Context: an optimization exercise on an open-source flow, tuned for small area. The choices shown serve that exercise and are no tape-out recipe. Only simulation tests tie the RTL to the original design; equivalence was not proved. Power and IR drop assume default switching activity.

## config.mk

```make
export PLATFORM = sky130hd
export DESIGN_NAME = traffic_control
export DESIGN_NICKNAME = traffic_control
export VERILOG_FILES = /design/flow/design.v
export SDC_FILE = /design/flow/constraint.sdc
export NUM_CORES = 4
export LEC_CHECK = 0
export ABC_AREA = 1
export CAP_MARGIN = 20
export CORE_AREA = 5 5 80 80
export CTS_BUF_LIST = sky130_fd_sc_hd__clkbuf_1 sky130_fd_sc_hd__clkbuf_2
export DIE_AREA = 0 0 85 85
export GPL_TIMING_DRIVEN = 0
export SLEW_MARGIN = 20
```

## constraint.sdc

```tcl
create_clock -name core_clock -period 5.0 [get_ports {CLK}]
set_input_delay 1.0000 -clock core_clock [delete_from_list [all_inputs] [get_ports {CLK}]]
set_output_delay 1.0000 -clock core_clock [all_outputs]
set_load 0.01 [all_outputs]
```

## design.v

```verilog
module traffic_control(GSN1,GSN2,GWE1,GWE2,RWE,RNS,SN1D1,SN1D2,SN2D1,SN2D2,WE1D1,WE1D2,WE2D1,WE2D2,CLK,RESET);
output GSN1,GSN2,GWE1,GWE2,RWE,RNS;
output [6:0] SN1D1,SN1D2,SN2D1,SN2D2,WE1D1,WE1D2,WE2D1,WE2D2;
input CLK,RESET;
reg [6:0] s;
wire [6:0] ns;
always @(posedge CLK or posedge RESET)
  if (RESET) s <= 0;
  else s <= ns;
wire new_n100, new_n101, new_n102, new_n103, new_n104, new_n105, new_n106, new_n107, new_n108, new_n109, new_n110, new_n111, new_n112, new_n114, new_n115, new_n116, new_n117, new_n118, new_n119, new_n121, new_n122, new_n123, new_n124, new_n125, new_n126, new_n127, new_n128, new_n129, new_n130, new_n131, new_n132, new_n133, new_n134, new_n135, new_n136, new_n137, new_n138, new_n139, new_n140, new_n141, new_n142, new_n145, new_n146, new_n147, new_n148, new_n149, new_n150, new_n151, new_n152, new_n153, new_n155, new_n159, new_n160, new_n161, new_n162, new_n163, new_n165, new_n167, new_n169, new_n170, new_n171, new_n172, new_n173, new_n174, new_n175, new_n176, new_n177, new_n178, new_n179, new_n180, new_n181, new_n182, new_n183, new_n184, new_n186, new_n187, new_n191, new_n192, new_n193, new_n194, new_n196, new_n197, new_n198, new_n199, new_n200, new_n201, new_n202, new_n203, new_n204, new_n206, new_n208, new_n212, new_n214, new_n216, new_n217, new_n218, new_n219, new_n220, new_n221, new_n222, new_n223, new_n224, new_n225, new_n226, new_n227, new_n228, new_n229, new_n231, new_n232, new_n233, new_n234, new_n235, new_n236, new_n237, new_n238, new_n239, new_n240, new_n241, new_n243, new_n244, new_n245, new_n246, new_n247, new_n250, new_n251, new_n252, new_n253, new_n254, new_n255, new_n256, new_n258, new_n259, new_n260, new_n261, new_n262, new_n265, new_n267, new_n268, new_n269, new_n270, new_n271, new_n272, new_n274, new_n275, new_n279, new_n280, new_n281, new_n282, new_n283, new_n284, new_n285, new_n289, new_n292, new_n293, new_n294, new_n295, new_n297, new_n298, new_n300, new_n301, new_n302, new_n304, new_n305, new_n307, new_n309, new_n310, new_n311, new_n312, new_n313, new_n314, new_n315, new_n316, new_n317, new_n318, new_n319, new_n320, new_n322, new_n324, new_n325, new_n326, new_n327, new_n328, new_n329, new_n331, new_n332, new_n333, new_n334, new_n336, new_n337, new_n339, new_n78, new_n79, new_n81, new_n82, new_n85, new_n86, new_n87, new_n88, new_n89, new_n91, new_n92, new_n93, new_n94, new_n95, new_n98, new_n99;
assign new_n78 = s[1] & s[0];
assign new_n79 = s[2] & new_n78;
assign GWE2 = s[5] & s[4];
assign new_n81 = s[3] & GWE2;
assign new_n82 = new_n79 & new_n81;
assign ns[6] = s[6] | new_n82;
assign GSN1 = ~s[5] & ~s[4];
assign new_n85 = ~GWE2 & ~GSN1;
assign new_n86 = ~s[4] & s[3];
assign new_n87 = ~s[1] & ~s[0];
assign new_n88 = ~s[2] & new_n87;
assign new_n89 = new_n86 & ~new_n88;
assign SN1D1[6] = new_n85 & ~new_n89;
assign new_n91 = s[3] & s[2];
assign new_n92 = new_n78 & new_n91;
assign new_n93 = ~s[4] & ~new_n92;
assign new_n94 = s[4] & s[3];
assign new_n95 = new_n79 & new_n94;
assign ns[4] = ~new_n93 & ~new_n95;
assign SN1D1[2] = ~SN1D1[6] | ns[4];
assign new_n98 = s[6] & ~s[5];
assign new_n99 = ~s[4] & s[2];
assign new_n100 = s[4] & ~s[2];
assign new_n101 = ~new_n99 & ~new_n100;
assign new_n102 = ~s[3] & s[1];
assign new_n103 = ~s[2] & ~new_n102;
assign new_n104 = s[3] & ~s[1];
assign new_n105 = s[2] & ~new_n104;
assign new_n106 = ~new_n103 & ~new_n105;
assign new_n107 = ~new_n101 & ~new_n106;
assign new_n108 = ~s[2] & new_n104;
assign new_n109 = ~s[4] & ~new_n108;
assign new_n110 = ~new_n105 & ~new_n109;
assign new_n111 = ~new_n107 & new_n110;
assign new_n112 = new_n98 & new_n111;
assign GWE1 = s[5] & ~s[4];
assign new_n114 = ~new_n102 & ~new_n104;
assign new_n115 = new_n101 & new_n114;
assign new_n116 = ~GWE1 & ~new_n115;
assign new_n117 = ~new_n91 & new_n98;
assign new_n118 = ~new_n116 & ~new_n117;
assign new_n119 = ~new_n112 & ~new_n118;
assign GSN2 = ~s[5] & s[4];
assign new_n121 = s[3] & GSN2;
assign new_n122 = ~s[4] & ~s[3];
assign new_n123 = ~s[0] & ~new_n122;
assign new_n124 = ~GWE1 & ~new_n123;
assign new_n125 = ~new_n121 & new_n124;
assign new_n126 = ~new_n119 & ~new_n125;
assign new_n127 = new_n111 & new_n119;
assign new_n128 = ~s[5] & ~s[1];
assign new_n129 = s[3] & new_n128;
assign new_n130 = ~s[3] & ~new_n128;
assign new_n131 = new_n99 & ~new_n130;
assign new_n132 = ~new_n129 & new_n131;
assign new_n133 = s[5] & new_n102;
assign new_n134 = new_n101 & new_n133;
assign new_n135 = new_n108 & GSN2;
assign new_n136 = ~new_n134 & ~new_n135;
assign new_n137 = ~new_n132 & new_n136;
assign new_n138 = new_n98 & new_n107;
assign new_n139 = new_n137 & new_n138;
assign new_n140 = ~new_n127 & ~new_n139;
assign new_n141 = ~new_n126 & new_n140;
assign new_n142 = new_n86 & new_n141;
assign WE1D1[6] = ~new_n85 & ~new_n142;
assign WE1D1[2] = ns[4] | ~WE1D1[6];
assign new_n145 = ~s[2] & ~new_n78;
assign new_n146 = s[6] & ~new_n145;
assign new_n147 = s[6] & s[0];
assign new_n148 = ~s[1] & ~new_n147;
assign new_n149 = s[2] & ~new_n148;
assign new_n150 = new_n122 & ~new_n149;
assign new_n151 = ~new_n146 & new_n150;
assign new_n152 = ~s[5] & ~new_n151;
assign new_n153 = WE1D1[2] & ~new_n152;
assign ns[5] = ~SN1D1[2] | new_n153;
assign new_n155 = ~s[3] & ~new_n79;
assign ns[3] = ~new_n92 & ~new_n155;
assign ns[2] = ~new_n79 & ~new_n145;
assign ns[1] = ~new_n78 & ~new_n87;
assign new_n159 = s[2] & ~new_n87;
assign new_n160 = ~s[3] & ~new_n159;
assign new_n161 = s[5] & new_n160;
assign new_n162 = ~ns[2] & new_n161;
assign new_n163 = ~new_n85 & ~new_n162;
assign SN1D1[4] = ~SN1D1[2] | new_n163;
assign new_n165 = s[4] & ~new_n160;
assign SN1D1[0] = SN1D1[4] | new_n165;
assign new_n167 = ~s[5] & new_n160;
assign SN1D1[5] = new_n163 | new_n167;
assign new_n169 = ~s[3] & ~s[2];
assign new_n170 = ~s[1] & ~new_n169;
assign new_n171 = s[5] & ~new_n102;
assign new_n172 = ~new_n170 & new_n171;
assign new_n173 = new_n100 & new_n172;
assign new_n174 = new_n106 & GSN2;
assign new_n175 = new_n99 & new_n133;
assign new_n176 = ~new_n174 & ~new_n175;
assign new_n177 = ~new_n173 & new_n176;
assign new_n178 = s[0] & ~new_n177;
assign new_n179 = ~SN1D1[4] & ~new_n170;
assign new_n180 = s[5] & ~s[1];
assign new_n181 = ~new_n91 & new_n180;
assign new_n182 = ~new_n89 & new_n181;
assign new_n183 = ~new_n179 & ~new_n182;
assign new_n184 = s[0] & ~new_n183;
assign SN1D2[5] = new_n177 & ~new_n184;
assign new_n186 = new_n107 & ~new_n183;
assign new_n187 = SN1D2[5] & new_n186;
assign SN1D2[0] = ~new_n178 & ~new_n187;
assign SN1D2[1] = new_n114 | new_n137;
assign SN1D2[2] = s[0] | new_n177;
assign new_n191 = ~s[0] & new_n114;
assign new_n192 = ~new_n107 & ~new_n191;
assign new_n193 = ~new_n110 & new_n192;
assign new_n194 = ~SN1D2[5] & new_n193;
assign SN1D2[3] = SN1D2[0] & ~new_n194;
assign new_n196 = ~new_n91 & ~new_n162;
assign new_n197 = s[4] & ns[1];
assign new_n198 = ~new_n196 & new_n197;
assign new_n199 = ~new_n81 & ~new_n167;
assign new_n200 = s[2] & ~new_n199;
assign new_n201 = ~GSN1 & ~new_n200;
assign new_n202 = ~new_n178 & new_n201;
assign new_n203 = ~new_n198 & new_n202;
assign new_n204 = s[0] & new_n203;
assign SN1D2[4] = SN1D2[0] & ~new_n204;
assign new_n206 = new_n86 & new_n88;
assign SN1D2[6] = new_n203 & ~new_n206;
assign new_n208 = ~new_n88 & new_n94;
assign SN2D1[6] = s[5] & ~new_n208;
assign SN2D1[2] = ~ns[4] | ~SN2D1[6];
assign SN2D1[4] = new_n152 | ~SN2D1[2];
assign new_n212 = GWE1 & ~new_n160;
assign SN2D1[0] = SN2D1[4] | new_n212;
assign new_n214 = GWE1 & new_n160;
assign SN2D1[5] = new_n152 | new_n214;
assign new_n216 = s[5] & ~new_n108;
assign new_n217 = ~new_n116 & ~new_n216;
assign new_n218 = ~new_n141 & new_n217;
assign new_n219 = ~new_n88 & ~new_n140;
assign new_n220 = ~new_n218 & ~new_n219;
assign new_n221 = ~new_n88 & ~new_n98;
assign new_n222 = ~s[5] & ~s[0];
assign new_n223 = s[5] & s[0];
assign new_n224 = ~new_n222 & ~new_n223;
assign new_n225 = ~new_n108 & ~new_n224;
assign new_n226 = ~new_n221 & new_n225;
assign new_n227 = ~new_n117 & new_n224;
assign new_n228 = ~new_n115 & new_n227;
assign new_n229 = ~GSN2 & ~new_n228;
assign SN2D2[4] = new_n226 | ~new_n229;
assign new_n231 = ~s[4] & ~new_n91;
assign new_n232 = s[5] & ~new_n231;
assign new_n233 = GSN1 & new_n106;
assign new_n234 = s[4] & s[2];
assign new_n235 = new_n102 & new_n234;
assign new_n236 = ~new_n172 & ~new_n235;
assign new_n237 = ~new_n233 & new_n236;
assign new_n238 = s[6] & ~new_n237;
assign new_n239 = ~new_n232 & ~new_n238;
assign new_n240 = ~s[6] & ~new_n137;
assign new_n241 = new_n239 & ~new_n240;
assign WE1D2[1] = new_n216 | new_n241;
assign new_n243 = new_n119 & WE1D2[1];
assign new_n244 = ~s[0] & ~new_n243;
assign new_n245 = SN1D2[1] & ~new_n217;
assign new_n246 = ~new_n244 & new_n245;
assign new_n247 = ~SN2D2[4] & ~new_n246;
assign SN2D2[0] = ~new_n220 | ~new_n247;
assign SN2D2[1] = GSN2 | new_n220;
assign new_n250 = s[6] & ~new_n103;
assign new_n251 = ~new_n105 & ~new_n250;
assign new_n252 = ~new_n247 & ~new_n251;
assign new_n253 = new_n247 & new_n251;
assign new_n254 = GSN1 & ~new_n253;
assign new_n255 = ~new_n252 & new_n254;
assign new_n256 = s[0] & new_n243;
assign WE1D2[5] = new_n140 & ~new_n256;
assign new_n258 = SN1D2[0] & WE1D2[5];
assign new_n259 = ~SN2D2[4] & ~new_n258;
assign new_n260 = s[5] & new_n193;
assign new_n261 = ~new_n259 & ~new_n260;
assign new_n262 = ~new_n255 & new_n261;
assign SN2D2[5] = ~new_n220 | new_n262;
assign SN2D2[2] = ~SN2D2[4] | SN2D2[5];
assign new_n265 = ~new_n247 & ~new_n259;
assign SN2D2[3] = ~new_n220 | new_n265;
assign new_n267 = new_n153 & SN1D2[3];
assign new_n268 = new_n262 & ~new_n267;
assign new_n269 = ~new_n247 & ~new_n268;
assign new_n270 = ~WE1D1[2] & new_n152;
assign new_n271 = new_n247 & new_n262;
assign new_n272 = ~new_n270 & ~new_n271;
assign SN2D2[6] = new_n269 | ~new_n272;
assign new_n274 = ~new_n146 & new_n167;
assign new_n275 = new_n85 & ~new_n274;
assign WE1D1[4] = ~WE1D1[2] | new_n275;
assign WE1D1[0] = new_n165 | WE1D1[4];
assign WE1D1[5] = new_n161 | new_n275;
assign new_n279 = ~s[3] & ~new_n99;
assign new_n280 = ~new_n98 & new_n279;
assign new_n281 = new_n117 & ~new_n279;
assign new_n282 = ~new_n280 & ~new_n281;
assign new_n283 = ~ns[1] & new_n282;
assign new_n284 = ns[1] & ~new_n282;
assign new_n285 = ~new_n283 & ~new_n284;
assign WE1D2[3] = ~new_n243 | ~new_n285;
assign WE1D2[0] = new_n193 | WE1D2[3];
assign WE1D2[2] = s[0] | new_n140;
assign new_n289 = ~s[0] & WE1D2[3];
assign WE1D2[4] = new_n126 | new_n289;
assign WE1D2[6] = new_n141 | ~WE1D2[2];
assign new_n292 = s[0] & ~new_n239;
assign new_n293 = ~new_n137 & ~new_n147;
assign new_n294 = ~new_n292 & ~new_n293;
assign new_n295 = new_n94 & new_n294;
assign WE2D1[6] = ~s[5] & ~new_n295;
assign new_n297 = s[6] & ns[4];
assign new_n298 = ~SN1D1[6] & ~new_n297;
assign WE2D1[2] = ~WE2D1[6] | new_n298;
assign new_n300 = s[5] & ~s[2];
assign new_n301 = new_n151 & new_n300;
assign new_n302 = s[5] & ~new_n301;
assign WE2D1[4] = ~WE2D1[2] | new_n302;
assign new_n304 = ~s[3] & ~new_n149;
assign new_n305 = ~s[4] & ~new_n304;
assign WE2D1[0] = WE2D1[4] | new_n305;
assign new_n307 = ~s[5] & ~new_n150;
assign WE2D1[5] = ~new_n301 & ~new_n307;
assign new_n309 = ~s[6] & ~s[0];
assign new_n310 = ~new_n147 & ~new_n309;
assign new_n311 = new_n241 & ~new_n310;
assign new_n312 = SN1D1[2] & WE1D1[4];
assign new_n313 = s[6] & s[1];
assign new_n314 = ~new_n148 & ~new_n313;
assign new_n315 = SN2D1[2] & ~new_n314;
assign new_n316 = SN1D2[0] & new_n315;
assign new_n317 = new_n312 & ~new_n316;
assign new_n318 = ~new_n217 & new_n310;
assign new_n319 = ~GWE2 & ~new_n318;
assign new_n320 = ~new_n317 & new_n319;
assign WE2D2[4] = ~new_n311 & ~new_n320;
assign new_n322 = SN2D2[2] & new_n311;
assign WE2D2[0] = WE2D2[4] | new_n322;
assign new_n324 = ~s[5] & new_n193;
assign new_n325 = ~s[6] & ~new_n314;
assign new_n326 = ~s[0] & ~new_n325;
assign new_n327 = ~new_n108 & new_n314;
assign new_n328 = ~new_n326 & ~new_n327;
assign new_n329 = ~new_n312 & new_n328;
assign WE2D2[3] = ~new_n320 | new_n329;
assign new_n331 = ~new_n324 & WE2D2[3];
assign new_n332 = ~s[5] & ~new_n107;
assign new_n333 = ~new_n175 & ~new_n206;
assign new_n334 = ~new_n332 & new_n333;
assign WE2D2[1] = ~new_n331 | new_n334;
assign new_n336 = new_n103 & GWE1;
assign new_n337 = new_n331 & ~new_n336;
assign WE2D2[2] = ~new_n318 | new_n337;
assign new_n339 = ~new_n147 & new_n217;
assign WE2D2[5] = new_n337 | new_n339;
assign WE2D2[6] = ~GWE2 & new_n294;
assign SN1D1[1] = 1'b1;
assign SN2D1[1] = 1'b1;
assign WE1D1[1] = 1'b1;
assign WE2D1[1] = 1'b1;
assign ns[0] = ~s[0];
assign RWE = ~s[5];
assign RNS = s[5];
assign SN1D1[3] = SN1D1[0];
assign SN2D1[3] = SN2D1[0];
assign WE1D1[3] = WE1D1[0];
assign WE2D1[3] = WE2D1[0];
endmodule
```

## flow/run.sh

```bash
#!/bin/bash
# The standard ORFS layout (standard.sh) with three changes:
#  - synthesis maps the logic with an area-only ABC script (flow/abc_area.script):
#    no buffering or upsizing inside ABC, and no half/full-adder extraction;
#  - ports that carry the same signal are not given extra synthesis buffers
#    (each port still gets its own port buffer in placement);
#  - the port buffers are the smallest buffer cell, buf_1.
set -euo pipefail
W=$PWD
rm -rf "$W/scripts"
cp -r "$FLOW_HOME/scripts" "$W/scripts"
cp "$W/flow/abc_area.script" "$W/scripts/abc_area.script"
export SCRIPTS_DIR="$W/scripts"
export ADDER_MAP_FILE=
export SYNTH_INSBUF=0
export BUFFER_PORTS_ARGS="-buffer_cell sky130_fd_sc_hd__buf_1"
bash standard.sh > "$W/standard.log" 2>&1
```

## flow/abc_area.script

```
strash
dch -f
amap
topo
```

## standard.sh

```bash
#!/bin/bash
# synth_recipe.tcl (not shown) runs the flow's synth.tcl, then flattens the netlist and writes it again
# the make line also repeats each setting of config.mk as NAME=value (left out here)
make -C /OpenROAD-flow-scripts/flow DESIGN_CONFIG=/design/flow/config.mk WORK_HOME=/design/flow/orfs CLKGATE_MAP_FILE= SYNTH_SCRIPT=/design/flow/synth_recipe.tcl "${@:-finish}"
```

==> run summary, run 1 <==
status finished clean; Required @ worst endpoint 4.00 ns; DIE HEIGHT 85 um; Core Region 5470 um2; largest net degree at the start of global routing 18; fin cells 360; crit end category output port; post-route clock period utilization 95.2%; Largest register FFs 7; Final TNS setup 0 ns; Max Cap Viol 0; Starting Density 20.4%; Cells after Synth 207; Die Area 7230 um2; post-synthesis to final-layout area growth 52.1%; CP max stage delay 0.41 ns; type of the worst setup path reg -> out; # rows 27; First-pass DRT Iterations 4; Ant. Diodes 0; DR vias 1836; total CTS buffers 3; Hold Vio Cnt, Final 0; Layout Utilization 31.1%; fraction of layout cells with a size suffix above 1 17.0%; clock tree root driver cell clkbuf_2; drt via density 5.10; max frequency 210 MHz; Final ANT Viol Nets 0; Top Registers s (7); post-synthesis sequential area ratio 15.7%; Clock transition at path regs 0.07 ns; worst vdd ir 0.0000759 V; hold crit path type reg -> reg; most frequent CP cell nand2_1; Avg Inst Size Synth 5.40 um2; slew margin rel. 57.0%; Crit path max-delay family simple AND/OR/NAND/NOR gates; TritonCTS Sinks 7; crit path max fanout 5; first-pass GRT wire length 8600 um; Top Ports 64; initial drt markers 239; final setup fails 0; largest reg by FF count s; clk_skew 0.00127 ns; Nets 291; CP Data Arrival Time 3.76 ns; measured slew at the worst slew-check pin 0.639 ns; grt ovf 0; Post-Place Cells 341; Crit-path slowest cell dfrtp_2; Synth Warn # 1; Total GRT Usage 14.0%; final WL 5460 um; Cell Chain, Critical Path clkinvlp_4, nor2_4, nor2_1, nor2_2, nor2_1, or2_1, o22ai_2, inv_2, a31oi_4, nor2_2, a31oi_2, nand2_2, nand2_1, nand2_1, a31oi_1, a211oi_2, nand2_1, o21a_1, o21ai_0, o21ai_1, clkbuf_2; antenna violations before repair 0; Post-DP HPWL 4190 um; PD cells 57.8 nW/um2; vias in the first global route 1757; Distinct cells, synth 25; overall power 0.0983 mW; Slew Viols, Final 0; Routed WL per cell 15.2 um; Port Buffers 59; CP Launch Type flop; Yosys reg bits 7; die span in x 85 um; drt drc 0; CTS H-Tree Depth 1; GP Congestion 0.988; post-layout min period 4.76 ns; Synth Cell Area 1120 um2; CTS max path bufs 2; CTS tree done; worst path bufs/invs 3; clk latency of the worst-skew pair 0.22 ns; Leak 0.589 nW
[stage by stage]
stage          setup slack (ns)  hold WS (ns)  instance area, um2
2_1_floorplan            0.0907         0.528                1130
3_3_place_gp             -0.516         0.575                1440
3_5_place_dp             -0.549         0.571                1440
4_1_cts                 -0.0161         0.586                1520
5_1_grt                 -0.0424         0.615                1700
6_report                  0.238         0.581                1700
[layer usage]
layer / vias to the layer above / share of wire, % / global-route usage (%)
li1: 872 / - / -
met3: 4 / 9.7 / 1.94
met2: 108 / 47 / 22.1
met1: 852 / 43 / 20.0
met5: - / 0 / 0
met4: 0 / 0.70 / 3.45
[cells in the final DEF (no fill, tap or decap), drive strengths merged]
cell type and count:
a221oi 2, nor3 7, a31oi 6, clkinv 29
a22oi 1, inv 3, o22ai 11, o211ai 3
a211oi 2, nor2 51, o2111ai 1, nand3 4
o22a 1, a21oi 7, clkbuf 5, o21a 2
o32ai 1, conb 4, o21bai 3, or2 2
o31ai 2, a21boi 1, nand2 32, dfrtp 7
o21ai 22, o221ai 2, a21o 2, clkinvlp 2
buf 73
[final cells by class]
class / count / area (um2)
Timing Repair Buffer: 74 / 335
Sequential cell: 7 / 183
Fill cell: 653 / 3770
Inverter: 34 / 143
Tap cell: 72 / 90.1
Clock buffer: 4 / 18.8
Multi-Input combinational cell: 169 / 932
[repair_timing]
action,in CTS,in global routing
hold buffers,0,0
pin swaps,1,4
gates cloned,0,0
buffers inserted,3,12
endpoints found under the setup margin,12,10
resized for setup,15,28
[logic make-up after synthesis]
| family | count (synthesis) | share of synthesized area, % |
|---|---|---|
| buf+inv | 34 | 11.4 |
| simple gates | 96 | 33.9 |
| other cells | 1 | 0.335 |
| compound gates | 69 | 38.7 |
| flops | 7 | 15.7 |
[synth_stat cells]
cell / number / area [um2]
a22oi_1: 1 / 7.51
a221oi_1: 2 / 17.5
o211ai_1: 3 / 22.5
clkinv_1: 34 / 128
a211oi_1: 2 / 15.0
o21bai_1: 3 / 22.5
o21a_1: 2 / 15.0
nor2_1: 51 / 191
nand3_1: 4 / 20.0
o2111ai_1: 1 / 8.76
o22ai_1: 11 / 68.8
dfrtp_1: 7 / 175
o21ai_0: 22 / 110
or2_0: 2 / 12.5
a31oi_1: 6 / 37.5
o31ai_1: 2 / 15.0
conb_1: 1 / 3.75
a21o_1: 2 / 15.0
a21boi_0: 1 / 7.51
o22a_1: 1 / 8.76
a21oi_1: 7 / 35.0
o32ai_1: 1 / 8.76
nand2_1: 32 / 120
o221ai_1: 2 / 17.5
nor3_1: 7 / 35.0
[worst paths after layout]
kind | end | cells after the start | slack [ns] | start
worst max-delay path | WE2D2[5] | 21 | 0.24 | s[1]$_DFF_PP0_
worst min-delay path | s[2]$_DFF_PP0_ | 1 | 0.58 | s[2]$_DFF_PP0_
worst max register to register | s[5]$_DFF_PP0_ | 14 | 2.33 | s[1]$_DFF_PP0_
worst min register to register | s[2]$_DFF_PP0_ | 1 | 0.58 | s[2]$_DFF_PP0_
max in group asynchronous | s[5]$_DFF_PP0_ | 2 | 4.19 | RESET
min in group asynchronous | s[1]$_DFF_PP0_ | 2 | 0.63 | RESET
[report_power, final]
part | internal (mW) | switching [mW]
sequential | 0.0565 | 0
clock | 0.0194 | 0.0196
combinational | 0.000244 | 0.00251
[worst register-to-register path, stage by stage, from the launching register on]
cell and delay, ns:
dfrtp_2 0.41, clkinvlp_4 0.16, nor2_4 0.16, nor2_1 0.08, nor2_2 0.16, nor2_1 0.12, or2_1 0.30, o22ai_2 0.23
inv_2 0.09, a31oi_4 0.18, nor2_2 0.09, a31oi_2 0.24, nand2_2 0.11, nand2_1 0.12, nand2_1 0.08
==> run 2, diff against run 1 <==
==> flow/abc_area.script (replaced) <==
strash
dch -f
map
topo
==> run 2 against run 1 <==
Effect of this change:
- cell count is 4.7% higher
- design area is 6.2% lower
- first-iteration DRC count rose by 40%
- non-clock buffer count is 15 lower
- largest power group unchanged
- utilization fell by 1.9 points
- die area unchanged
- highest routed layer unchanged
- sequential share of layout area rose by 0.32 points
- still clean
- critical path type unchanged
- count of clock-buffer cells in the layout unchanged
==> run summary, run 2 <==
drt drc 0; Ant. Diodes 0; # rows 27; clock network power share 38.5%; top-count cell post-synth nand2_1; type of the worst setup path reg -> out; final WL 5290 um; clk latency of the worst-skew pair 0.22 ns; drt via density 5.14; area of the multi-input gates 980 um2; crit path max fanout 12; crit end category output port; Clock transition at path regs 0.06 ns; Synth Warn # 1; Switching Share 21.0%; Required @ worst endpoint 4.00 ns; total CTS buffers 3; clock tree root driver cell clkbuf_2; ys flop type dfrtp_1; Top Registers s (7); Slew Viols, Final 0; Int Pwr 0.0762 mW; Post-Synth Adder-Cell Area 0%; top post-synthesis cells by area nand2_1 (23%), dfrtp_1 (14%), nor2_1 (9.6%); Leak 0.637 nW; Starting Density 22.9%; post_cts resized 0; post-synthesis sequential area ratio 14.0%; number of buffers added for setup after CTS 0; placed inst area 1580 um2; Seq. cell area 176 um2; Logic pwr share 2.8%; Synth Cell Area 1250 um2; Total GRT Usage 13.5%; CTS H-Tree Depth 1; CTS tree done; RSZ-0062 raised after global routing no; DR vias 1937; PD cells 60.5 nW/um2; largest family of logic cells by synthesized area simple AND/OR/NAND/NOR gates; Nets 308; Cells after Synth 239; commonest cells in the netlist nand2_1 (77), nor2_1 (32), clkinv_1 (29); worst vdd ir 0.0000302 V; largest area contributor in the netlist nand2_1; Sw Pwr 0.0202 mW; commonest non-fill, non-tap cell in the layout nand2_1; post-route clock period utilization 92.8%; post-synthesis to final-layout area growth 27.4%; die span in x 85 um; Final TNS setup 0 ns; Finished Cell Area 1600 um2; grt ovf 0; CP Launch Type flop; hold crit path type in -> async; measured slew at the worst slew-check pin 0.813 ns; Synth Area in XOR/XNOR 1.40%; Die Area 7230 um2; hold_buf cts 0; first-pass GRT wire length 8150 um; DIE HEIGHT 85 um; most frequent cells in the layout nand2_1 (77), buf_1 (59), nor2_1 (32); CP Data Arrival Time 3.64 ns; Core Region 5470 um2; initial drt markers 334; Top Ports 64; CTS max path bufs 2; Seq pwr share 58.7%; Distinct cells, synth 27; Yosys reg bits 7; final setup fails 0; Routed WL per cell 14.0 um; vias in the first global route 1697; Post-synth EDFFs 0; largest reg by FF count s; Yosys top cell area share 23.1%; Largest register FFs 7; Final ANT Viol Nets 0; Hold Vio Cnt, Final 0; largest net degree at the start of global routing 22; simple-gate share of the synthesized area 50.6%; mux cell area share after synthesis 0%; Synth Area in Compound Gates 25.0%; status finished clean; slew margin rel. 45.2%; Filler Cell Count 634; antenna violations before repair 0; Max Cap Viol 0; Port Buffers 59; post-layout min period 4.64 ns; max frequency 216 MHz; clk_skew 0.000399 ns; TritonCTS Sinks 7; First-pass DRT Iterations 5; Post-DP HPWL 4210 um; Avg Inst Size Synth 5.24 um2; Async SR Flop Fraction 100%; GP Congestion 0.893; fraction of layout cells with a size suffix above 1 3.28%
==> run 2: critical path, cell delays in order (launching register included) <==
cell	delay [ns]
dfrtp_1	0.58
clkinv_1	0.39
nor2_1	0.30
a21oi_1	0.12
o21ai_0	0.68
nand3_1	0.14
nand2_1	0.16
nand4_1	0.14
nand4_1	0.16
a22oi_1	0.07
o21ai_0	0.20
nand3_1	0.19
nand2_1	0.10
nand2_1	0.05
buf_1	0.12
==> run 2: per-stage QoR <==
step	hold WS (ns)	setup WS, ns	instances	total power, mW	util, %
after floorplan	0.630	1.27	242	0.0599	-
after global placement	0.723	0.629	373	0.0603	28.8
after detailed placement	0.723	0.582	373	0.0603	28.8
after CTS	0.622	0.317	377	0.0983	29.1
after global routing	0.630	0.101	377	0.101	29.1
final	0.632	0.361	377	0.0964	29.1
==> run 2: area by class of cell <==
type	count	area share, %
multi-input combinational	206	61.4
timing repair buffer	59	13.9
sequential	7	11.1
inverter	29	6.82
tap	72	5.65
clock buffer	4	1.18
==> run 2: worst paths after layout <==
kind	startpoint	endpoint	slack, ns	depth (start not counted)
max	s[2]$_DFF_PP0_	WE2D2[0]	0.36	14
min	RESET	s[2]$_DFF_PP0_	0.63	2
max reg2reg	s[2]$_DFF_PP0_	s[5]$_DFF_PP0_	2.06	10
min reg2reg	s[3]$_DFF_PP0_	s[3]$_DFF_PP0_	0.74	2
max in group asynchronous	RESET	s[5]$_DFF_PP0_	4.20	2
min in group core_clock	s[3]$_DFF_PP0_	s[3]$_DFF_PP0_	0.74	2
==> run 2: logic make-up (layout without fill, tap and decap cells) <==
family,after synthesis,count (layout)
other,1,4
XOR/XNOR,2,2
AND/OR/NAND/NOR,149,149
AO/OA/AOI/OAI,51,51
flip-flops,7,7
buffers and inverters,29,92
==> run 2: power by group through the flow <==
stage | Sequential [mW] | Clock, mW | Combinational [mW]
2_1_floorplan | 0.0577 | 0 | 0.00220
3_3_place_gp | 0.0577 | 0 | 0.00264
3_5_place_dp | 0.0577 | 0 | 0.00265
4_1_cts | 0.0566 | 0.0390 | 0.00267
5_1_grt | 0.0566 | 0.0414 | 0.00306
6_report | 0.0566 | 0.0371 | 0.00268
==> run 2: per-layer routing <==
metal	global-route usage, %	vias up	wire, um
met4	4.75	0	129
li1	-	955	-
met1	16.5	866	2120
met2	24.1	101	2510
met5	0	-	0
met3	1.65	15	526
==> run 3, diff against run 2 <==
==> flow/abc_area.script (replaced) <==
strash
dch -f
map -D 2000
topo
==> run 3 against run 2 <==
Effect of this change:
- synthesized cell count decreased by 5.9%
- largest power group unchanged
- critical path type unchanged
- sequential share of layout area increased by 0.26 points
- synthesized area down 6.2%
- highest routed layer unchanged
==> run summary, run 3 <==
clock tree root driver cell clkbuf_2; R2R cell count 12; Switching Share 22.2%; measured slew at the worst slew-check pin 0.517 ns; CP Launch Type flop; max frequency 215 MHz; top-count cell post-synth nor2_1; Final TNS setup 0 ns; commonest non-fill, non-tap cell in the layout buf_1; Top Ports 64; post-synthesis to final-layout area growth 37.4%; # rows 27; Logic pwr share 2.9%; post-layout min period 4.66 ns; Clock transition at path regs 0.07 ns; largest reg by FF count s; type of the worst setup path reg -> out; Cells after Synth 225; post-route clock period utilization 93.2%; area of the multi-input gates 896 um2; clk latency of the worst-skew pair 0.22 ns; Seq pwr share 57.7%; clock network power share 39.4%; Nets 301; final WL 5230 um; antenna violations before repair 0; Distinct cells, synth 22; Async SR Flop Fraction 100%; Sw Pwr 0.0218 mW; Required @ worst endpoint 4.00 ns; commonest cells in the netlist nor2_1 (48), nand2_1 (47), clkinv_1 (37); total CTS buffers 3; Post-Place Cells 359; crit path max fanout 8; Core Region 5470 um2; die span in x 85 um; slew margin rel. 65.3%; CTS H-Tree Depth 1; Avg Inst Size Synth 5.22 um2; initial drt markers 166; crit end category output port; Synth Warn # 1; post-synthesis sequential area ratio 14.9%; most frequent cells in the layout buf_1 (59), nand2_1 (46), nor2_1 (44); Routed WL per cell 14.1 um; Post-synth EDFFs 0; first-pass GRT wire length 8480 um; Int Pwr 0.0762 mW; GP Congestion 0.936; status finished clean; Top Registers s (7); First-pass DRT Iterations 5; PD cells 60.7 nW/um2; CTS max path bufs 2; DR vias 1902; top post-synthesis cells by area nor2_1 (15%), nand2_1 (15%), dfrtp_1 (15%); drt drc 0; vias in the first global route 1755; ys flop type dfrtp_1; Leak 0.590 nW; Port Buffers 59; DIE HEIGHT 85 um; largest net degree at the start of global routing 17; Post-DP HPWL 4200 um; Yosys reg bits 7; Final WS setup 0.338 ns; Largest register FFs 7; CTS tree done; Max Cap Viol 0; final setup fails 0; Seq. cell area 183 um2; Synth Cell Area 1170 um2; hold crit path type in -> async; fin cells 370; M1 WL 2260 um; TritonCTS Sinks 7; largest area contributor in the netlist nor2_1; Starting Density 21.5%; fraction of layout cells with a size suffix above 1 10.1%; Filler Cell Count 647; Hold Vio Cnt, Final 0; max layer used met4; Final ANT Viol Nets 0; CP Data Arrival Time 3.66 ns; worst vdd ir 0.0000765 V; Yosys top cell area share 15.3%; Total GRT Usage 14.0%; Die Area 7230 um2; Setup WS pre-CTS -0.0888 ns; drt via density 5.14; WL met2 2270 um; grt ovf 0; clk_skew 0.00906 ns; Ant. Diodes 0; Slew Viols, Final 0; wire length on met3 570 um
## run 3: area by class of cell
cell class,instances,area share [%]
Multi-Input combinational cell,184,55.5
Timing Repair Buffer,66,17.0
Sequential cell,7,11.3
Inverter,37,9.46
Tap cell,72,5.58
Clock buffer,4,1.16
## run 3: metrics by stage
step	hold WS [ns]	utilization, %	total power, mW	cell area (um2)
3_5_place_dp	0.689	27.4	0.0605	1500
4_1_cts	0.648	27.8	0.0983	1520
3_3_place_gp	0.693	27.4	0.0605	1500
2_1_floorplan	0.624	-	0.0599	1190
5_1_grt	0.649	29.5	0.103	1610
6_report	0.640	29.5	0.0980	1610
## run 3: worst paths after layout
check / startpoint / endpoint / slack (ns)
setup reg to reg: s[4]$_DFF_PP0_ / s[5]$_DFF_PP0_ / 2.22
hold / removal: RESET / s[6]$_DFF_PP0_ / 0.64
hold reg to reg: s[3]$_DFF_PP0_ / s[3]$_DFF_PP0_ / 0.64
setup / recovery: s[0]$_DFF_PP0_ / SN2D2[6] / 0.34
max in group asynchronous: RESET / s[2]$_DFF_PP0_ / 4.17
min in group core_clock: s[3]$_DFF_PP0_ / s[3]$_DFF_PP0_ / 0.64
## run 3: worst max-delay path: stages (launching register included)
cell	delay [ns]
dfrtp_2	0.49
nor2_1	0.18
clkinv_1	0.11
a21oi_1	0.27
clkinv_1	0.18
nor3_1	0.28
o21ai_1	0.18
o21ai_1	0.24
a21oi_1	0.16
a31oi_2	0.29
buf_4	0.16
nand2_1	0.04
nand2_1	0.06
clkinv_1	0.07
nor2_1	0.16
nand2_1	0.12
a31oi_1	0.16
o221ai_1	0.11
buf_1	0.15
## run 3: timing repair
action,4_1_cts,5_1_grt
resized for setup,2,20
buffers inserted,0,7
hold buffers,0,0
endpoints found under the setup margin,8,10
pin swaps,0,2
## run 3: kinds of logic (layout without fill, tap and decap cells)
logic type                Yosys count  in the layout  synth area share, %
AOI/OAI and AO/OA                  66             66                 33.7
and+or+nand+nor                   112            112                 37.8
xor gates and xnor gates            2              2                 1.49
other                               1              4                0.319
DFF                                 7              7                 14.9
buffers and inverters              37            107                 11.8
## run 3: power groups by stage
| stage | Combinational [mW] | Sequential (mW) | Clock, mW |
|---|---|---|---|
| after floorplan | 0.00220 | 0.0577 | 0 |
| after global placement | 0.00278 | 0.0577 | 0 |
| after detailed placement | 0.00280 | 0.0577 | 0 |
| after CTS | 0.00280 | 0.0566 | 0.0389 |
| after global routing | 0.00332 | 0.0565 | 0.0431 |
| final | 0.00284 | 0.0566 | 0.0386 |
## run 3: routing by layer
| layer | GRT usage [%] | vias to the layer above |
|---|---|---|
| li1 | - | 896 |
| met1 | 20.8 | 845 |
| met2 | 20.1 | 145 |
| met3 | 1.75 | 16 |
| met4 | 5.61 | 0 |
| met5 | 0 | - |
==> run 4, diff against run 3 <==
==> flow/abc_area.script (replaced) <==
strash
&get -n
&dch -f
&nf -R 1000
&put
topo
==> run 4 against run 3 <==
Effect of this change:
- largest cell class unchanged
- clock skew fell by 0.0042 ns
- sequential power barely moved
- sequential cell count did not move
- clock power rose by 5%
- via count fell by 8.0%
- routed wire length rose by 3.1%
- highest routed layer unchanged
- critical endpoint is now WE2D2[2]
- non-clock buffer count rose by 5
- synthesized cell count fell by 14%
==> run summary, run 4 <==
status finished clean; RR Endpoint s[5]$_DFF_PP0_; measured slew at the worst slew-check pin 0.885 ns; Nets 275; slew margin rel. 40.3%; Distinct cells, synth 36; first-pass GRT wire length 8090 um; total CTS buffers 3; Hold Vio Cnt, Final 0; Final TNS setup 0 ns; Logic pwr share 2.8%; CP Data Arrival Time 3.89 ns; top-count cell post-synth nand2_1; Ant. Diodes 0; clk_skew 0.00488 ns; largest net degree at the start of global routing 21; vias in the first global route 1621; Starting Density 21.6%; Seq pwr share 56.6%; DR vias 1750; PD cells 58.1 nW/um2; Clock transition at path regs 0.07 ns; clock tree root driver cell clkbuf_2; WL met2 2420 um; Async SR Flop Fraction 100%; worst vdd ir 0.0000790 V; Seq. cell area 190 um2; antenna violations before repair 0; Top Registers s (7); Switching Share 23.8%; Setup WS pre-CTS -0.438 ns; Yosys reg bits 7; Top Ports 64; Max Cap Viol 0; CP Launch Type flop; GP Congestion 0.880; Yosys top cell area share 14.8%; post-synthesis to final-layout area growth 45.3%; Post-synth EDFFs 0; CTS max path bufs 2; Critical R2R Launch s[3]$_DFF_PP0_; Die Area 7230 um2; drt drc 0; CTS H-Tree Depth 1; overall power 0.0999 mW; initial drt markers 178; area of the multi-input gates 1040 um2; Int Pwr 0.0761 mW; drt via density 5.09; DIE HEIGHT 85 um; Cells after Synth 194; Synth Cell Area 1180 um2; Largest register FFs 7; ys flop type dfrtp_1; TritonCTS Sinks 7; grt ovf 0; Avg Inst Size Synth 6.10 um2; Post-DP HPWL 4010 um; M1 WL 2440 um; Sw Pwr 0.0237 mW; crit end category output port; Final WS setup 0.107 ns; top post-synthesis cells by area dfrtp_1 (15%), nand2_1 (9.8%), nor2_1 (9.2%); hold crit path type in -> async; post-layout min period 4.89 ns; Leak 0.688 nW; clk latency of the worst-skew pair 0.24 ns; First-pass DRT Iterations 4; Routed WL per cell 15.7 um; Port Buffers 59; Final ANT Viol Nets 0; post-route clock period utilization 97.9%; die span in x 85 um; Post-Place Cells 328; post-synthesis sequential area ratio 14.8%; max layer used met4; # rows 27; max frequency 204 MHz; CTS tree done; Filler Cell Count 615; wire length on met3 411 um; Required @ worst endpoint 4.00 ns; Total GRT Usage 13.6%; fin cells 344; fraction of layout cells with a size suffix above 1 15.4%; R2R Setup Slk 2.49 ns; commonest non-fill, non-tap cell in the layout buf_1; final WL 5390 um; type of the worst setup path reg -> out; Core Region 5470 um2; crit path max fanout 15; WHS 0.613 ns; largest reg by FF count s; commonest cells in the netlist nand2_1 (31), nor2_1 (29), a21oi_1 (17); Slew Viols, Final 0; final setup fails 0; clock network power share 40.6%; Synth Warn # 1; largest area contributor in the netlist dfrtp_1; R2R cell count 13; most frequent cells in the layout buf_1 (59), nand2_1 (30), nor2_1 (25)
==> run 4: changes by cell type in the layout (fill, tap and decap cells not counted), moves of 4 or more <==
cell and change:
clkinv_1 -21, nor2_1 -19, nand2_1 -16, o21ai_0 -12, nand2b_1 +8, nand3_1 -8, nor2b_1 +7, a21o_1 +6
buf_4 +4, o21a_1 -4, or3_1 +4
==> run 4: cells by family (layout without fill, tap and decap cells) <==
family / Yosys count / after routing / share of synthesized area, %
other: 1 / 4 / 0.317
DFF: 7 / 7 / 14.8
buffers and inverters: 14 / 89 / 4.44
xor gates and xnor gates: 8 / 8 / 5.92
AOI/OAI and AO/OA: 63 / 63 / 34.9
and+or+nand+nor: 101 / 101 / 39.6
==> run 4: worst max-delay path: stages (launching register included) <==
cell	delay [ns]
dfrtp_4	0.57
nor2b_4	0.20
nor2_2	0.09
a21oi_2	0.23
nor2b_4	0.08
nand2b_1	0.20
o22ai_2	0.20
o21ai_2	0.10
nand2b_1	0.21
nor2_1	0.12
nor2_1	0.07
nand2_1	0.14
nand2_1	0.11
nand2_1	0.12
o221ai_1	0.15
a21o_1	0.20
a21boi_2	0.18
a21boi_2	0.17
or3_1	0.35
buf_1	0.15
==> run 4: layout make-up <==
| class | count | share of cell area, % |
|---|---|---|
| clock buffer | 4 | 1.09 |
| inverter | 14 | 3.13 |
| multi-input combinational | 176 | 60.7 |
| sequential | 7 | 11.1 |
| tap | 72 | 5.24 |
| timing repair buffer | 71 | 18.8 |
==> run 4: stage by stage <==
stage	util (%)	area, um2
final	31.4	1720
after global routing	31.4	1720
after CTS	28.6	1560
after detailed placement	27.5	1510
after global placement	27.5	1510
after floorplan	-	1190
==> run 4: worst max path at each step <==
stage / from / endpoint / depth (start not counted) / slack [ns]
6_report: s[3]$_DFF_PP0_ / WE2D2[2] / 19 / 0.11
5_1_grt: s[3]$_DFF_PP0_ / WE2D2[2] / 19 / -0.03
4_1_cts: s[1]$_DFF_PP0_ / WE2D2[5] / 19 / 0.01
3_5_place_dp: s[5]$_DFF_PP0_ / WE2D2[5] / 18 / -0.44
3_3_place_gp: s[5]$_DFF_PP0_ / WE2D2[5] / 18 / -0.40
2_1_floorplan: s[5]$_DFF_PP0_ / WE2D2[5] / 18 / 0.19
==> run 4: what timing repair did <==
item | 4_1_cts | 5_1_grt
hold buffers | 0 | 0
setup buffers | 1 | 11
gates resized for setup | 18 | 19
cloned | 0 | 0
endpoints found under the setup margin | 6 | 4
==> run 4: routing by layer <==
metal / vias up / global-route usage (%)
li1: 842 / -
met1: 791 / 19.1
met2: 105 / 20.8
met3: 12 / 2.04
met4: 0 / 5.04
met5: - / 0
==> run 4: power groups by stage <==
stage / Clock, mW / Sequential [mW] / Combinational, mW
global placement: 0 / 0.0577 / 0.00275
global route: 0.0438 / 0.0565 / 0.00318
CTS: 0.0402 / 0.0566 / 0.00276
detailed placement: 0 / 0.0577 / 0.00278
floorplan: 0 / 0.0577 / 0.00220
finish: 0.0405 / 0.0565 / 0.00280
==> run 5, diff against run 4 <==
--- a/flow/run.sh
+++ b/flow/run.sh
@@ -15,3 +15,5 @@
 export SYNTH_INSBUF=0
 export BUFFER_PORTS_ARGS="-buffer_cell sky130_fd_sc_hd__buf_1"
+export SKIP_REPAIR_TIE_FANOUT=1
+export CTS_ARGS="-sink_clustering_enable -repair_clock_nets -buf_list sky130_fd_sc_hd__clkbuf_2 -root_buf sky130_fd_sc_hd__clkbuf_2 -sink_clustering_size 16 -sink_clustering_max_diameter 200 -dont_use_dummy_load"
 bash standard.sh > "$W/standard.log" 2>&1
==> flow/abc_area.script (replaced) <==
strash
&get -n
&dc2
&put
strash
dch -f
map
topo
--- a/config.mk
+++ b/config.mk
@@ -8,7 +8,6 @@
 export ABC_AREA = 1
 export CAP_MARGIN = 20
-export CORE_AREA = 5 5 80 80
-export CTS_BUF_LIST = sky130_fd_sc_hd__clkbuf_1 sky130_fd_sc_hd__clkbuf_2
-export DIE_AREA = 0 0 85 85
+export CORE_AREA = 4 4 64 64
+export DIE_AREA = 0 0 68 68
 export GPL_TIMING_DRIVEN = 0
 export SLEW_MARGIN = 20
==> run 5 against run 4 <==
Effect of this change:
- sequential cell count did not move
- synthesized area is 6.8% higher
- critical path depth down 5
- critical endpoint is now WE2D2[5]
- power down 6.6%
- sequential power barely moved
- largest power group unchanged
- combinational power down 2%
- count of clock-buffer cells in the layout is 1 lower
- first-iteration DRC count is 45% higher
- still clean on timing, DRC and antenna
==> run summary, run 5 <==
status finished clean; post-synthesis to final-layout area growth 23.4%; GP Congestion 0.983; die span in x 68 um; Final TNS setup 0 ns; clk latency of the worst-skew pair 0.22 ns; largest reg by FF count s; Max Cap Viol 0; Leak 0.680 nW; CP Launch Type flop; CP Data Arrival Time 3.51 ns; final setup fails 0; Required @ worst endpoint 4.00 ns; first-pass GRT wire length 7780 um; Ant. Diodes 0; Hold Vio Cnt, Final 0; DIE HEIGHT 68 um; PD cells 59.9 nW/um2; final WL 4980 um; DR vias 1918; fin cells 346; clk_skew 0.0127 ns; Cells after Synth 238; Post-DP HPWL 3970 um; top-count cell post-synth nand2_1; vias in the first global route 1631; First-pass DRT Iterations 6; grt ovf 0; Die Area 4620 um2; Top Ports 64; ys flop type dfrtp_1; Total GRT Usage 21.5%; initial drt markers 258; Synth Cell Area 1260 um2; TritonCTS Sinks 7; crit path max fanout 12; Port Buffers 59; top post-synthesis cells by area nand2_1 (20%), dfrtp_1 (14%), nor2_1 (10%); Clock transition at path regs 0.07 ns; Largest register FFs 7; total CTS buffers 3; Post-synth EDFFs 0; CTS tree done; Avg Inst Size Synth 5.31 um2; antenna violations before repair 0; CTS max path bufs 2; post-synthesis sequential area ratio 13.9%; post_cts resized 0; Yosys reg bits 7; Yosys top cell area share 19.9%; Routed WL per cell 14.4 um; fraction of layout cells with a size suffix above 1 5.00%; crit end category output port; number of buffers added for setup after CTS 0; Final WS setup 0.486 ns; commonest non-fill, non-tap cell in the layout nand2_1; Core Region 3420 um2; drt via density 5.54; Starting Density 37.0%; worst vdd ir 0.000179 V; post-layout min period 4.51 ns; CTS H-Tree Depth 1; hold crit path type in -> async; clock tree root driver cell clkbuf_2; Distinct cells, synth 29; measured slew at the worst slew-check pin 0.662 ns; largest net degree at the start of global routing 23; Final ANT Viol Nets 0; hold_buf cts 0; max frequency 222 MHz; type of the worst setup path reg -> out; Setup WS pre-CTS 0.609 ns; Synth Warn # 1; most frequent cells in the layout nand2_1 (67), buf_1 (59), nor2_1 (34); slew margin rel. 55.4%; Async SR Flop Fraction 100%; post-route clock period utilization 90.3%; RSZ-0062 raised after global routing no; # rows 21; Slew Viols, Final 0; largest area contributor in the netlist nand2_1; Post-Place Cells 343; Top Registers s (7); drt drc 0; commonest cells in the netlist nand2_1 (67), nor2_1 (34), clkinv_1 (33); Nets 304
run 5: layer usage:
| metal | vias to the layer above | routed length (um) | track usage (%) |
|---|---|---|---|
| met2 | 117 | 2230 | 33.6 |
| met1 | 871 | 2270 | 32.0 |
| met5 | - | 0 | 0 |
| met3 | 0 | 478 | 3.61 |
| li1 | 930 | - | - |
| met4 | 0 | 0 | 1.24 |
run 5: cell families (layout without fill, tap and decap cells):
| group | after synthesis | in the layout | share of synthesized area, % |
|---|---|---|---|
| xor+xnor | 3 | 3 | 2.08 |
| buf+inv | 33 | 95 | 9.80 |
| other cells | 1 | 1 | 0.297 |
| compound gates | 49 | 49 | 23.7 |
| flops | 7 | 7 | 13.9 |
| simple gates | 145 | 145 | 50.3 |
run 5: per-stage QoR:
step	power, mW	util [%]	cell area, um2	hold slack (ns)
final	0.0933	45.6	1560	0.633
after global routing	0.0987	45.6	1560	0.647
after CTS	0.0949	45.6	1560	0.628
after detailed placement	0.0604	45.2	1540	0.752
after global placement	0.0604	45.2	1540	0.762
after floorplan	0.0599	-	1260	0.633
run 5: path summary, 6_finish.rpt:
path / endpoint / cells past startpoint / start / slack [ns]
max in group asynchronous: s[5]$_DFF_PP0_ / 2 / RESET / 4.17
hold reg to reg: s[3]$_DFF_PP0_ / 1 / s[3]$_DFF_PP0_ / 0.77
setup / recovery: WE2D2[5] / 14 / s[2]$_DFF_PP0_ / 0.49
hold / removal: s[1]$_DFF_PP0_ / 2 / RESET / 0.63
min in group core_clock: s[3]$_DFF_PP0_ / 1 / s[3]$_DFF_PP0_ / 0.77
setup reg to reg: s[5]$_DFF_PP0_ / 9 / s[5]$_DFF_PP0_ / 2.43
run 5: power breakdown:
| part | total (mW) | switching (mW) | internal (mW) | leakage, nW |
|---|---|---|---|---|
| logic | 0.00273 | 0.00249 | 0.000244 | 0.584 |
| clock network | 0.0340 | 0.0177 | 0.0163 | 0.0125 |
| registers | 0.0566 | 0 | 0.0566 | 0.0830 |
run 5: layout make-up:
class                   count  area [um2]
clock buffers               3        15.0
fillers                   398        1860
multi-input cells         198         965
repair buffers             59         221
inverters                  33         124
flip-flops and latches      7         176
well taps                  46        57.6
run 5: worst max-delay path, stage by stage (launching register included):
cell      delay (ns)
dfrtp_1         0.55
clkinv_1        0.34
nor2_1          0.34
nand3_1         0.13
nand2_1         0.19
nand2_1         0.22
nand3_1         0.13
nand2_1         0.07
nand4_1         0.11
nand2_1         0.13
o311ai_0        0.47
nand3_1         0.22
nand3_1         0.16
o21ai_0         0.09
buf_1           0.14
==> run 6, diff against run 5 <==
--- a/flow/run.sh
+++ b/flow/run.sh
@@ -15,5 +15,4 @@
 export SYNTH_INSBUF=0
 export BUFFER_PORTS_ARGS="-buffer_cell sky130_fd_sc_hd__buf_1"
-export SKIP_REPAIR_TIE_FANOUT=1
 export CTS_ARGS="-sink_clustering_enable -repair_clock_nets -buf_list sky130_fd_sc_hd__clkbuf_2 -root_buf sky130_fd_sc_hd__clkbuf_2 -sink_clustering_size 16 -sink_clustering_max_diameter 200 -dont_use_dummy_load"
 bash standard.sh > "$W/standard.log" 2>&1
==> flow/abc_area.script (replaced) <==
strash
dch -f
map
topo
==> run 6 against run 5 <==
Effect of this change:
- synthesized cell count increased by 0.42%
- design area unchanged
- cell count increased by 1.2%
- die area did not move
- combinational power grew 3%
- highest routed layer is now met4
- maximum frequency is 0.77% lower
- global-route usage rose by 0.80 points
- sequential share of layout area stayed put
==> run summary, run 6 <==
Sw Pwr 0.0194 mW; Starting Density 36.7%; Final TNS setup 0 ns; overall power 0.0926 mW; hold_buf cts 0; crit end category output port; R2R Setup Slk 2.11 ns; post-layout min period 4.55 ns; area of the multi-input gates 980 um2; CP Launch Point s[3]$_DFF_PP0_; Slew Viols, Final 0; Logic pwr share 3.0%; clock network power share 35.7%; DIE HEIGHT 68 um; first-pass GRT wire length 7980 um; most frequent CP cell nand2_1; status finished clean; commonest non-fill, non-tap cell in the layout nand2_1; Core Region 3420 um2; hold crit path type in -> async; CP Launch Type flop; top-count cell post-synth nand2_1; Leak 0.635 nW; worst vdd ir 0.0000943 V; cell depth of the worst setup path 14; R2R cell count 10; Int Pwr 0.0732 mW; PD cells 59.4 nW/um2; Nets 308; Avg Inst Size Synth 5.24 um2; vias in the first global route 1633; measured slew at the worst slew-check pin 0.652 ns; Routed WL per cell 14.2 um; Final ANT Viol Nets 0; Port Buffers 59; Distinct cells, synth 27; Async SR Flop Fraction 100%; CTS H-Tree Depth 1; drt via density 5.55; Yosys reg bits 7; Yosys top cell area share 23.1%; Critical R2R Launch s[3]$_DFF_PP0_; Die Area 4620 um2; commonest cells in the netlist nand2_1 (77), nor2_1 (32), clkinv_1 (29); Seq. cell area 176 um2; CTS tree done; Synth Cell Area 1250 um2; drt drc 0; type of the worst setup path reg -> out; TritonCTS Sinks 7; largest reg by FF count s; RSZ-0062 raised after global routing no; First-pass DRT Iterations 5; total CTS buffers 3; largest area contributor in the netlist nand2_1; crit path max fanout 12; clk_skew 0.00272 ns; Filler Cell Count 404; CTS max path bufs 2; Total GRT Usage 22.3%; Cell Chain, Critical Path clkinv_1, nor2_1, clkinv_1, nand2_1, nand2_1, a32oi_1, nand3_1, nand3_1, nand2_1, nand2_1, o211ai_1, nand3_1, o311ai_0, buf_1; Switching Share 20.9%; Layout Utilization 45.6%; fraction of layout cells with a size suffix above 1 3.29%; final WL 4990 um; CP Data Arrival Time 3.55 ns; most frequent cells in the layout nand2_1 (77), buf_1 (59), nor2_1 (32); top post-synthesis cells by area nand2_1 (23%), dfrtp_1 (14%), nor2_1 (9.6%); worst path bufs/invs 3; Ant. Diodes 0; Cells after Synth 239; Max Cap Viol 0; clk latency of the worst-skew pair 0.22 ns; Required @ worst endpoint 4.00 ns; max frequency 220 MHz; placed inst area 1540 um2; GP Congestion 0.952; Crit-path slowest cell dfrtp_1; Seq pwr share 61.2%; Finished Cell Area 1560 um2; die span in x 68 um; Setup crit end WE2D2[1]; # rows 21; largest net degree at the start of global routing 22; Top Registers s (7); post-synthesis sequential area ratio 14.0%; final setup fails 0; Top Ports 64; slew margin rel. 56.5%; DR vias 1943; RR Endpoint s[5]$_DFF_PP0_; Hold Vio Cnt, Final 0; Largest register FFs 7; post-synthesis to final-layout area growth 24.5%; Clock transition at path regs 0.06 ns; Synth Warn # 1; post-route clock period utilization 91.0%; antenna violations before repair 0; CP max stage delay 0.55 ns; clock tree root driver cell clkbuf_2; Post-DP HPWL 3960 um; Post-synth EDFFs 0; ys flop type dfrtp_1; initial drt markers 217; Crit path max-delay family simple AND/OR/NAND/NOR gates; grt ovf 0
## run 6: logic make-up (layout without fill, tap and decap cells)
logic type	Yosys count	after routing	synth area share [%]
AO/OA/AOI/OAI	51	51	25.0
XOR/XNOR	2	2	1.40
buffers and inverters	29	91	8.69
flip-flops	7	7	14.0
other	1	4	0.299
AND/OR/NAND/NOR	149	149	50.7
## run 6: layer usage
layer | wire length [um] | up-vias | GRT usage [%] | part of all wire [%]
li1 | - | 952 | - | -
met1 | 2120 | 855 | 31.3 | 43
met2 | 2230 | 126 | 36.0 | 45
met3 | 563 | 10 | 1.81 | 11
met4 | 72 | 0 | 6.70 | 1.4
met5 | 0 | - | 0 | 0
## run 6: timing repair
item,CTS,global route
gates resized for setup,0,2
endpoints found under the setup margin,0,5
buffers inserted,0,0
## run 6: metrics by stage
step	hold slack, ns	cells	setup WS, ns
floorplan	0.630	242	1.27
global placement	0.712	347	0.552
detailed placement	0.714	347	0.613
CTS	0.644	350	0.354
global route	0.659	350	0.0979
finish	0.654	350	0.451
## run 6: final cells by class
class | instances | area share, %
Multi-Input combinational cell | 206 | 62.8
Timing Repair Buffer | 59 | 14.2
Sequential cell | 7 | 11.3
Inverter | 29 | 6.98
Tap cell | 46 | 3.69
Clock buffer | 3 | 0.963
## run 6: worst min path at each step
stage                                 to  cells past startpoint
final                     s[4]$_DFF_PP0_                      2
after floorplan           s[2]$_DFF_PP0_                      2
after global routing      s[4]$_DFF_PP0_                      2
after detailed placement  s[3]$_DFF_PP0_                      2
after global placement    s[3]$_DFF_PP0_                      2
after CTS                 s[4]$_DFF_PP0_                      2
## run 6: power by group through the flow
stage	logic, mW	clock network (mW)	registers [mW]
floorplan	0.00220	0	0.0577
global placement	0.00281	0	0.0577
detailed placement	0.00284	0	0.0577
CTS	0.00285	0.0352	0.0567
global route	0.00338	0.0392	0.0566
finish	0.00280	0.0331	0.0567

-- port drivers added, routing unchanged --
In the flow no input, the clock included, has a driving cell. The finished layouts below were timed again as built, in two steps.
Step 1, drivers: a clkbuf_16 drives CLK and a buf_2 each remaining input, both assumed.
Step 2 moves the port delays by t, midway between the first and last clock arrival at a register: inputs arrive t later, outputs are due t later. That takes back most of the time a late clock gives input paths.
Three values: ideal ports, drivers, drivers and shift; two values: the first two.
| run | t, ns | setup slack, ns | hold WS [ns] | worst setup path at the end | worst slew at a driven data input, ns |
|---|---|---|---|---|---|
| run 1 | 0.239 | 0.238 / 0.218 / 0.458 | 0.581 / 0.581 / 0.581 | register to output | 0.03 |
| run 2 | 0.235 | 0.361 / 0.343 / 0.578 | 0.632 / 0.641 / 0.745 | register to output | 0.03 |
| run 3 | 0.240 | 0.338 / 0.318 / 0.558 | 0.640 / 0.640 / 0.640 | register to output | 0.03 |
| run 4 | 0.256 | 0.107 / 0.088 / 0.344 | 0.613 / 0.617 / 0.764 | register to output | 0.03 |
| run 5 | 0.233 | 0.486 / 0.469 / 0.703 | 0.633 / 0.635 / 0.769 | register to output | 0.03 |
| run 6 | 0.230 | 0.451 / 0.435 / 0.665 | 0.654 / 0.659 / 0.729 | register to output | 0.03 |
After both steps every run listed still meets setup and hold.
